Background: an optimization exercise with open tools, aiming at small area and a short achievable clock period. Do not read the settings as production practice. RTL that was checked went through simulation tests only; none was proved equivalent to the original. No driver is modelled on the clock port, so clocking that relies on it looks cheaper here than on a real chip.

==> inputs of run a <==
Design Multiplier_Wrapper, start of the top module:
module Multiplier_Wrapper #(parameter N = 32, bits = N-1, prod = 2*bits+1)(
    input clk, rst,  
    input [bits:0] a_in, b_in,  
    output reg [prod:0] p  
    );
==> flow/config.mk <==
export PLATFORM = sky130hd
export DESIGN_NAME = Multiplier_Wrapper
export DESIGN_NICKNAME = Multiplier_Wrapper
export VERILOG_FILES = /design/flow/design.v
export SDC_FILE = /design/flow/constraint.sdc
export NUM_CORES = 4
export LEC_CHECK = 0
export CAP_MARGIN = 20
export CORE_MARGIN = 2
export CORE_UTILIZATION = 40
export SLEW_MARGIN = 20
export SYNTH_HIERARCHICAL = 1
export SYNTH_MINIMUM_KEEP_SIZE = 0
==> flow/constraint.sdc <==
create_clock -name core_clock -period 19.5 [get_ports {clk}]
set_input_delay 3.9000 -clock core_clock [delete_from_list [all_inputs] [get_ports {clk}]]
set_output_delay 3.9000 -clock core_clock [all_outputs]
set_load 0.01 [all_outputs]
standard.sh (not shown) runs the stock make flow with config.mk's settings and CLKGATE_MAP_FILE= SYNTH_SCRIPT=/design/flow/synth_recipe.tcl, a recipe that flattens the netlist after the stock synthesis.
==> flow/flow/run.sh <==
#!/bin/bash
# Layout flow: the standard ORFS flow (standard.sh, synthesis unchanged) with
#  - every synthesized cell first set to the smallest size of its family
#    (flow/downsize.tcl), so that the repair steps size up only what timing needs;
#  - port buffers of the smallest buffer cell (buf_1) instead of the default pick;
#  - repair_timing asked to leave 14 ns of setup slack. The clock period and all
#    constraints stay the design's own; the margin only makes the repair work harder.
# Each tool's output goes to a log file of its own in this folder.
set -euo pipefail
M=14
R=orfs/results/$FLOW_PLATFORM/Multiplier_Wrapper/base
bash standard.sh SETUP_SLACK_MARGIN=$M synth > synth.log 2>&1
RESULTS=$R LIB=$FLOW_HOME/platforms/$FLOW_PLATFORM/lib/sky130_fd_sc_hd__tt_025C_1v80.lib DONT_USE="" \
  openroad -no_init -exit flow/downsize.tcl > downsize.log 2>&1
bash standard.sh SETUP_SLACK_MARGIN=$M "BUFFER_PORTS_ARGS=-buffer_cell sky130_fd_sc_hd__buf_1" \
  "POST_CTS_TCL=$PWD/flow/skew.tcl" "SKEW_CHAIN=clkdlybuf4s25_1 clkbuf_8"  finish > finish.log 2>&1
Other scripts of this flow, unchanged in this note and not shown: flow/flow/downsize.tcl, flow/flow/skew.tcl
==> inputs of run b, as changes to run a <==
--- a/flow/flow/run.sh
+++ b/flow/flow/run.sh
@@ -3,11 +3,11 @@
 #  - every synthesized cell first set to the smallest size of its family
 #    (flow/downsize.tcl), so that the repair steps size up only what timing needs;
 #  - port buffers of the smallest buffer cell (buf_1) instead of the default pick;
-#  - repair_timing asked to leave 14 ns of setup slack. The clock period and all
+#  - repair_timing asked to leave 13.5 ns of setup slack. The clock period and all
 #    constraints stay the design's own; the margin only makes the repair work harder.
 # Each tool's output goes to a log file of its own in this folder.
 set -euo pipefail
-M=14
+M=13.5
 R=orfs/results/$FLOW_PLATFORM/Multiplier_Wrapper/base
 bash standard.sh SETUP_SLACK_MARGIN=$M synth > synth.log 2>&1
 RESULTS=$R LIB=$FLOW_HOME/platforms/$FLOW_PLATFORM/lib/sky130_fd_sc_hd__tt_025C_1v80.lib DONT_USE="" \
==> run summary <==
item	run b	run a
Result of the run	finished clean	finished clean
Fin Hold WS	0.8683 ns	0.8386 ns
Global-route wire length before repair	162.9 mm	166.1 mm
Met1 Track Usage GR	41.34%	42.24%
Global-route met3 utilization	12.88%	13.31%
Count of buffer and inverter cells on the critical path	0	2
Storage cell area	4446 um2	4529 um2
Final worst clock skew	0.4357 ns	0.4278 ns
Fraction of met2 tracks used by global routing	47.84%	48.53%
HP Start	neg[0]$_SDFF_PP0_	s3[0]$_SDFF_PP0_
Count of cells along the worst register-to-register path	17	16
Fraction of final layout cells with drive strength greater than 1	6.032%	11.28%
Number of nets in the finished design	3,237	3,267
Worst slew margin relative to its limit	29.57%	33.15%
Highest fanout seen on the critical path	11	4
Kind of start point of the critical path	register	input pin
Function was not checked in any run of this note: the RTL went through the layout flow alone.

==> v27: inputs <==
Multiplier_Wrapper, a different RTL version from the one above (not shown whole).
==> flow/config.mk <==
export PLATFORM = sky130hd
export DESIGN_NAME = Multiplier_Wrapper
export DESIGN_NICKNAME = Multiplier_Wrapper
export VERILOG_FILES = /design/flow/design.v
export SDC_FILE = /design/flow/constraint.sdc
export NUM_CORES = 4
export LEC_CHECK = 0
export CAP_MARGIN = 20
export CORE_MARGIN = 2
export CORE_UTILIZATION = 40
export SLEW_MARGIN = 20
export SYNTH_HIERARCHICAL = 1
export SYNTH_MINIMUM_KEEP_SIZE = 0
==> flow/constraint.sdc <==
create_clock -name core_clock -period 19.5 [get_ports {clk}]
set_input_delay 3.9000 -clock core_clock [delete_from_list [all_inputs] [get_ports {clk}]]
set_output_delay 3.9000 -clock core_clock [all_outputs]
set_load 0.01 [all_outputs]
==> flow/flow/run.sh <==
#!/bin/bash
# Layout flow: the standard ORFS flow (standard.sh, synthesis unchanged) with
#  - every synthesized cell first set to the smallest size of its family
#    (flow/downsize.tcl), so that the repair steps size up only what timing needs;
#  - port buffers of the smallest buffer cell (buf_1) instead of the default pick;
#  - repair_timing asked to leave 14 ns of setup slack. The clock period and all
#    constraints stay the design's own; the margin only makes the repair work harder.
# Each tool's output goes to a log file of its own in this folder.
set -euo pipefail
M=14
R=orfs/results/$FLOW_PLATFORM/Multiplier_Wrapper/base
bash standard.sh SETUP_SLACK_MARGIN=$M synth > synth.log 2>&1
RESULTS=$R LIB=$FLOW_HOME/platforms/$FLOW_PLATFORM/lib/sky130_fd_sc_hd__tt_025C_1v80.lib DONT_USE="" \
  openroad -no_init -exit flow/downsize.tcl > downsize.log 2>&1
bash standard.sh SETUP_SLACK_MARGIN=$M "BUFFER_PORTS_ARGS=-buffer_cell sky130_fd_sc_hd__buf_1" \
  "POST_CTS_TCL=$PWD/flow/skew.tcl" "SKEW_CHAIN=clkdlybuf4s25_1 clkbuf_8"  finish > finish.log 2>&1
Other scripts of this flow, unchanged in this note and not shown: flow/flow/downsize.tcl, flow/flow/skew.tcl
==> v26 (differences from v27) <==
--- a/flow/flow/run.sh
+++ b/flow/flow/run.sh
@@ -3,11 +3,11 @@
 #  - every synthesized cell first set to the smallest size of its family
 #    (flow/downsize.tcl), so that the repair steps size up only what timing needs;
 #  - port buffers of the smallest buffer cell (buf_1) instead of the default pick;
-#  - repair_timing asked to leave 14 ns of setup slack. The clock period and all
+#  - repair_timing asked to leave 13.8 ns of setup slack. The clock period and all
 #    constraints stay the design's own; the margin only makes the repair work harder.
 # Each tool's output goes to a log file of its own in this folder.
 set -euo pipefail
-M=14
+M=13.8
 R=orfs/results/$FLOW_PLATFORM/Multiplier_Wrapper/base
 bash standard.sh SETUP_SLACK_MARGIN=$M synth > synth.log 2>&1
 RESULTS=$R LIB=$FLOW_HOME/platforms/$FLOW_PLATFORM/lib/sky130_fd_sc_hd__tt_025C_1v80.lib DONT_USE="" \
==> v2 (differences from v27) <==
Settings changed: PLACE_DENSITY set to 0.72.
==> v32 (differences from v27) <==
--- a/flow/flow/run.sh
+++ b/flow/flow/run.sh
@@ -3,11 +3,11 @@
 #  - every synthesized cell first set to the smallest size of its family
 #    (flow/downsize.tcl), so that the repair steps size up only what timing needs;
 #  - port buffers of the smallest buffer cell (buf_1) instead of the default pick;
-#  - repair_timing asked to leave 14 ns of setup slack. The clock period and all
+#  - repair_timing asked to leave 14.1 ns of setup slack. The clock period and all
 #    constraints stay the design's own; the margin only makes the repair work harder.
 # Each tool's output goes to a log file of its own in this folder.
 set -euo pipefail
-M=14
+M=14.1
 R=orfs/results/$FLOW_PLATFORM/Multiplier_Wrapper/base
 bash standard.sh SETUP_SLACK_MARGIN=$M synth > synth.log 2>&1
 RESULTS=$R LIB=$FLOW_HOME/platforms/$FLOW_PLATFORM/lib/sky130_fd_sc_hd__tt_025C_1v80.lib DONT_USE="" \
Settings changed: PLACE_DENSITY set to 0.72.
==> run summary <==
Global-route usage, lowest first: v2, v32, v26, v27.
First-iteration DRC count, highest first: v2, v32, v27, v26.
Worst hold slack: v27 > v26 > v2 > v32.
Of v26 and v2, v2 has the higher register-to-register slack (gap 0.23 ns).
Via count, lowest first: v26, v32, v2, v27.
In v2 the design area is larger than in v26, by 0.69%.
Synthesized area is the same in v27 and v26.
In die area, v26 and v2 do not differ.
==> figures <==
	v26	v32	v27	v2
Result of the run	timing/DRC/antenna clean	timing/DRC/antenna clean	timing/DRC/antenna clean	timing/DRC/antenna clean
Hold Slack	0.833 ns	0.701 ns	0.847 ns	0.820 ns
Summed area of non-filler cells in the final layout	0.0290 sq mm	0.0297 sq mm	0.0295 sq mm	0.0292 sq mm
Pin count of the biggest net entering global routing	71	69	68	67
First-pass GRT wire length	165 mm	158 mm	170 mm	156 mm
Timing-limited maximum frequency	178 MHz	184 MHz	184 MHz	186 MHz
Ratio of final minimum period to clock period	0.289	0.279	0.278	0.275
Final worst path period need	5.63 ns	5.43 ns	5.42 ns	5.36 ns
Number of cells in the finished layout apart from fillers	3677	3687	3680	3689
Actual transition at the worst max-transition pin	1.05 ns	1.09 ns	1.06 ns	0.977 ns
Antenna diodes	0	0	2	1
Critical R2R Capture	p[37]	p[57]	p[37]	p[61]
Slowest stage cell, crit path	a21oi_1	edfxtp_1	ha_1	ha_1
Initial DRT Pass Iterations	9	10	7	10
Routed wire length	111 mm	105 mm	115 mm	104 mm
Final setup skew	0.428 ns	0.450 ns	0.425 ns	0.426 ns

==> zinc <==
Another version of the RTL of Multiplier_Wrapper (not shown whole).
==> module Multiplier_Wrapper, before the edit <==
module Multiplier_Wrapper #(parameter N = 32, bits = N-1, prod = 2*bits+1)(
    input clk, rst,  
    input [bits:0] a_in, b_in,  
    output reg [prod:0] p  
    );
    reg [bits:0] a;  
    reg [15:0] one, two, neg;  
    wire [prod:0] product;  
    wire [32:0] bx = {b_in, 1'b0};
    wire [15:0] one_in, two_in, neg_in;
    genvar i;
    generate
        for (i = 0; i < 16; i = i + 1) begin : enc
            assign neg_in[i] = bx[2*i+2];
            assign one_in[i] = bx[2*i+1] ^ bx[2*i];
            assign two_in[i] = (bx[2*i+2] & ~bx[2*i+1] & ~bx[2*i]) | (~bx[2*i+2] & bx[2*i+1] & bx[2*i]);
        end
    endgenerate
    always @ (posedge clk) begin
        if(rst) begin  
            {one, two, neg} <= 48'b0;
        end else begin
            one <= one_in;
            two <= two_in;
            neg <= neg_in;
            p <= product;
        end
    end
    always @ (posedge clk)
        a <= a_in;
    Multiplier mul (
        .a(a),
        .one(one),
        .two(two),
        .neg(neg),
        .p(product)
    );
endmodule
export LEC_CHECK = 0
export CAP_MARGIN = 20
export CORE_MARGIN = 2
export CORE_UTILIZATION = 40
export SLEW_MARGIN = 20
export SYNTH_HIERARCHICAL = 1
export SYNTH_MINIMUM_KEEP_SIZE = 0
create_clock -name core_clock -period 19.5 [get_ports {clk}]
==> flow/flow/run.sh <==
#!/bin/bash
# Layout flow: the standard ORFS flow (standard.sh, synthesis unchanged) with
#  - every synthesized cell first set to the smallest size of its family
#    (flow/downsize.tcl), so that the repair steps size up only what timing needs;
#  - port buffers of the smallest buffer cell (buf_1) instead of the default pick;
#  - repair_timing asked to leave 14 ns of setup slack. The clock period and all
#    constraints stay the design's own; the margin only makes the repair work harder.
# Each tool's output goes to a log file of its own in this folder.
set -euo pipefail
M=14
R=orfs/results/$FLOW_PLATFORM/Multiplier_Wrapper/base
bash standard.sh SETUP_SLACK_MARGIN=$M synth > synth.log 2>&1
RESULTS=$R LIB=$FLOW_HOME/platforms/$FLOW_PLATFORM/lib/sky130_fd_sc_hd__tt_025C_1v80.lib DONT_USE="" \
  openroad -no_init -exit flow/downsize.tcl > downsize.log 2>&1
bash standard.sh SETUP_SLACK_MARGIN=$M "BUFFER_PORTS_ARGS=-buffer_cell sky130_fd_sc_hd__buf_1" \
  "POST_CTS_TCL=$PWD/flow/skew.tcl" "SKEW_CHAIN=clkdlybuf4s25_1 clkbuf_8"  finish > finish.log 2>&1
==> flow/flow/skew.tcl <==
set block [ord::get_db_block]
set db [ord::get_db]
set chain $::env(SKEW_CHAIN)
set groups [dict create]
foreach inst [$block getInsts] {
  if { ![regexp {^p\\?\[[0-9]+\\?\]} [$inst getName]] } { continue }
  set it [$inst findITerm CLK]
  if { $it eq "NULL" } { continue }
  set net [$it getNet]
  dict lappend groups [$net getName] $inst
}
set g 0
dict for {netname insts} $groups {
  set net [$block findNet $netname]
  set sx 0
  set sy 0
  foreach inst $insts {
    set bb [$inst getBBox]
    incr sx [expr { ([$bb xMin] + [$bb xMax]) / 2 }]
    incr sy [expr { ([$bb yMin] + [$bb yMax]) / 2 }]
  }
  set n [llength $insts]
  set x [expr { $sx / $n }]
  set y [expr { $sy / $n }]
  set cur $net
  set k 0
  foreach cell $chain {
    set master [$db findMaster sky130_fd_sc_hd__$cell]
    set buf [odb::dbInst_create $block $master "pskew_${g}_${k}"]
    set out [odb::dbNet_create $block "pskew_net_${g}_${k}"]
    $out setSigType CLOCK
    [$buf findITerm A] connect $cur
    [$buf findITerm X] connect $out
    $buf setLocation $x $y
    $buf setPlacementStatus PLACED
    set cur $out
    incr k
  }
  foreach inst $insts {
    set it [$inst findITerm CLK]
    $it disconnect
    $it connect $cur
  }
  puts "skew: leaf net $netname: $n p registers behind [llength $chain] buffers"
  incr g
}
detailed_placement
check_placement -verbose
Other scripts of this flow, unchanged in this note and not shown: flow/flow/downsize.tcl
==> raven (differences from zinc) <==
--- a/flow/flow/run.sh
+++ b/flow/flow/run.sh
@@ -4,9 +4,9 @@
 #    (flow/downsize.tcl), so that the repair steps size up only what timing needs;
 #  - port buffers of the smallest buffer cell (buf_1) instead of the default pick;
-#  - repair_timing asked to leave 14 ns of setup slack. The clock period and all
+#  - repair_timing asked to leave 13.5 ns of setup slack. The clock period and all
 #    constraints stay the design's own; the margin only makes the repair work harder.
 # Each tool's output goes to a log file of its own in this folder.
 set -euo pipefail
-M=14
+M=13.5
 R=orfs/results/$FLOW_PLATFORM/Multiplier_Wrapper/base
 bash standard.sh SETUP_SLACK_MARGIN=$M synth > synth.log 2>&1
==> nickel (differences from zinc) <==
--- a/flow/design.v
+++ b/flow/design.v
@@ -3589,6 +3589,8 @@
     always @ (posedge clk) begin
         if(rst) begin  
+            a <= {N{1'b0}};
             {one, two, neg} <= 48'b0;
         end else begin
+            a <= a_in;
             one <= one_in;
             two <= two_in;
@@ -3597,6 +3599,4 @@
         end
     end
-    always @ (posedge clk)
-        a <= a_in;
     Multiplier mul (
         .a(a),
==> flow/flow/run.sh (replaced) <==
#!/bin/bash
# Layout flow: the standard ORFS flow (standard.sh, synthesis unchanged) with
#  - every synthesized cell first set to the smallest size of its family
#    (flow/downsize.tcl), so that the repair steps size up only what timing needs;
#  - port buffers of the smallest buffer cell (buf_1) instead of the default pick;
#  - repair_timing asked to leave 13 ns of setup slack. The clock period and all
#    constraints stay the design's own; the margin only makes the repair work harder.
# Each tool's output goes to a log file of its own in this folder.
set -euo pipefail
M=13
R=orfs/results/$FLOW_PLATFORM/Multiplier_Wrapper/base
bash standard.sh SETUP_SLACK_MARGIN=$M synth > synth.log 2>&1
RESULTS=$R LIB=$FLOW_HOME/platforms/$FLOW_PLATFORM/lib/sky130_fd_sc_hd__tt_025C_1v80.lib DONT_USE="" \
  openroad -no_init -exit flow/downsize.tcl > downsize.log 2>&1
bash standard.sh SETUP_SLACK_MARGIN=$M "BUFFER_PORTS_ARGS=-buffer_cell sky130_fd_sc_hd__buf_1"  finish > finish.log 2>&1
removed: flow/flow/skew.tcl
==> notes <==
- The lowest final area belongs to nickel, the highest to zinc.
- The lowest utilization belongs to nickel, the highest to zinc.
- The highest global-route usage belongs to zinc, the lowest to nickel.
- Sequential share of layout area: nickel > raven > zinc.
==> figures <==
metric	zinc	raven	nickel
Die outline area	0.0667 sq mm	0.0667 sq mm	0.0673 sq mm
Final Instance Area	0.0324 sq mm	0.0297 sq mm	0.0288 sq mm
Post-Synthesis Cells	2355	2355	2391
Top fanout value on the critical path	1	34	33
Highest clock rate	182 MHz	172 MHz	157 MHz
Final Non-Filler Cells	3570	3460	3439
Total met2 wirelength after detailed routing	49.4 mm	47.5 mm	43.5 mm
Status	timing/DRC/antenna clean	timing/DRC/antenna clean	timing/DRC/antenna clean
Post-synthesis cell area	0.0259 sq mm	0.0259 sq mm	0.0261 sq mm
Layout Skew	0.430 ns	0.443 ns	0.0333 ns
Start of the worst register-to-register path	a[18]	neg[7]	a[13]
Pin slew with the least headroom to its limit	0.925 ns	1.12 ns	1.05 ns
Clock latency on the worst-skew pair	0.92 ns	0.92 ns	0.52 ns
Library cell appearing most often on the critical path	-	fa_1	fa_1
Met2 track utilization from global routing	0.517	0.506	0.455
Iteration count of the initial detailed-routing pass	9	8	6
The RTL of zinc and raven was laid out without a check of its function.

-- static timing again, ports no longer ideal --
How much do the figures lean on ideal ports? The routed layouts below were timed once more, with nothing changed but the port constraints.
Step 1, drivers: a clkbuf_16 drives clk and a buf_2 each remaining input, both assumed.
Step 2, shift: input delay + t, output delay - t, t = (earliest + latest rising clock arrival at the registers) / 2. This alone moves slack from input paths to output paths.
Slacks: no drivers / after step 1 / after step 2; pairs: no drivers / after step 1.
run | t, ns | setup slack, ns | worst hold slack (ns) | latest minus earliest clock arrival (ns)
run a | 0.762 | 13.851 / 13.868 / 13.107 | 0.839 / 0.839 / 0.839 | 0.428 / 0.427
run b | 0.766 | 13.607 / 13.607 / 12.924 | 0.868 / 0.868 / 0.868 | 0.438 / 0.438
v27 | 0.760 | 14.079 / 14.070 / 13.358 | 0.847 / 0.847 / 0.847 | 0.425 / 0.425
v26 | 0.765 | 13.872 / 13.911 / 13.146 | 0.833 / 0.833 / 0.833 | 0.428 / 0.428
v2 | 0.764 | 14.135 / 14.077 / 13.408 | 0.820 / 0.820 / 0.820 | 0.425 / 0.426
v32 | 0.783 | 14.069 / 14.009 / 13.355 | 0.701 / 0.701 / 0.701 | 0.450 / 0.450
zinc | 0.764 | 13.993 / 13.935 / 13.840 | 0.589 / 0.589 / 0.589 | 0.430 / 0.430
raven | 0.766 | 13.685 / 13.685 / 13.685 | 0.689 / 0.689 / 0.689 | 0.443 / 0.443
nickel | 0.562 | 13.118 / 13.118 / 13.118 | 1.068 / 1.068 / 1.068 | 0.037 / 0.038
Clock arrivals are far apart in 8 of these runs, so t is only a midpoint there and step 2 fits no single register. For run a, which loses most, drivers alone change the setup slack by +0.017 ns; drivers and shift together by -0.744 ns.
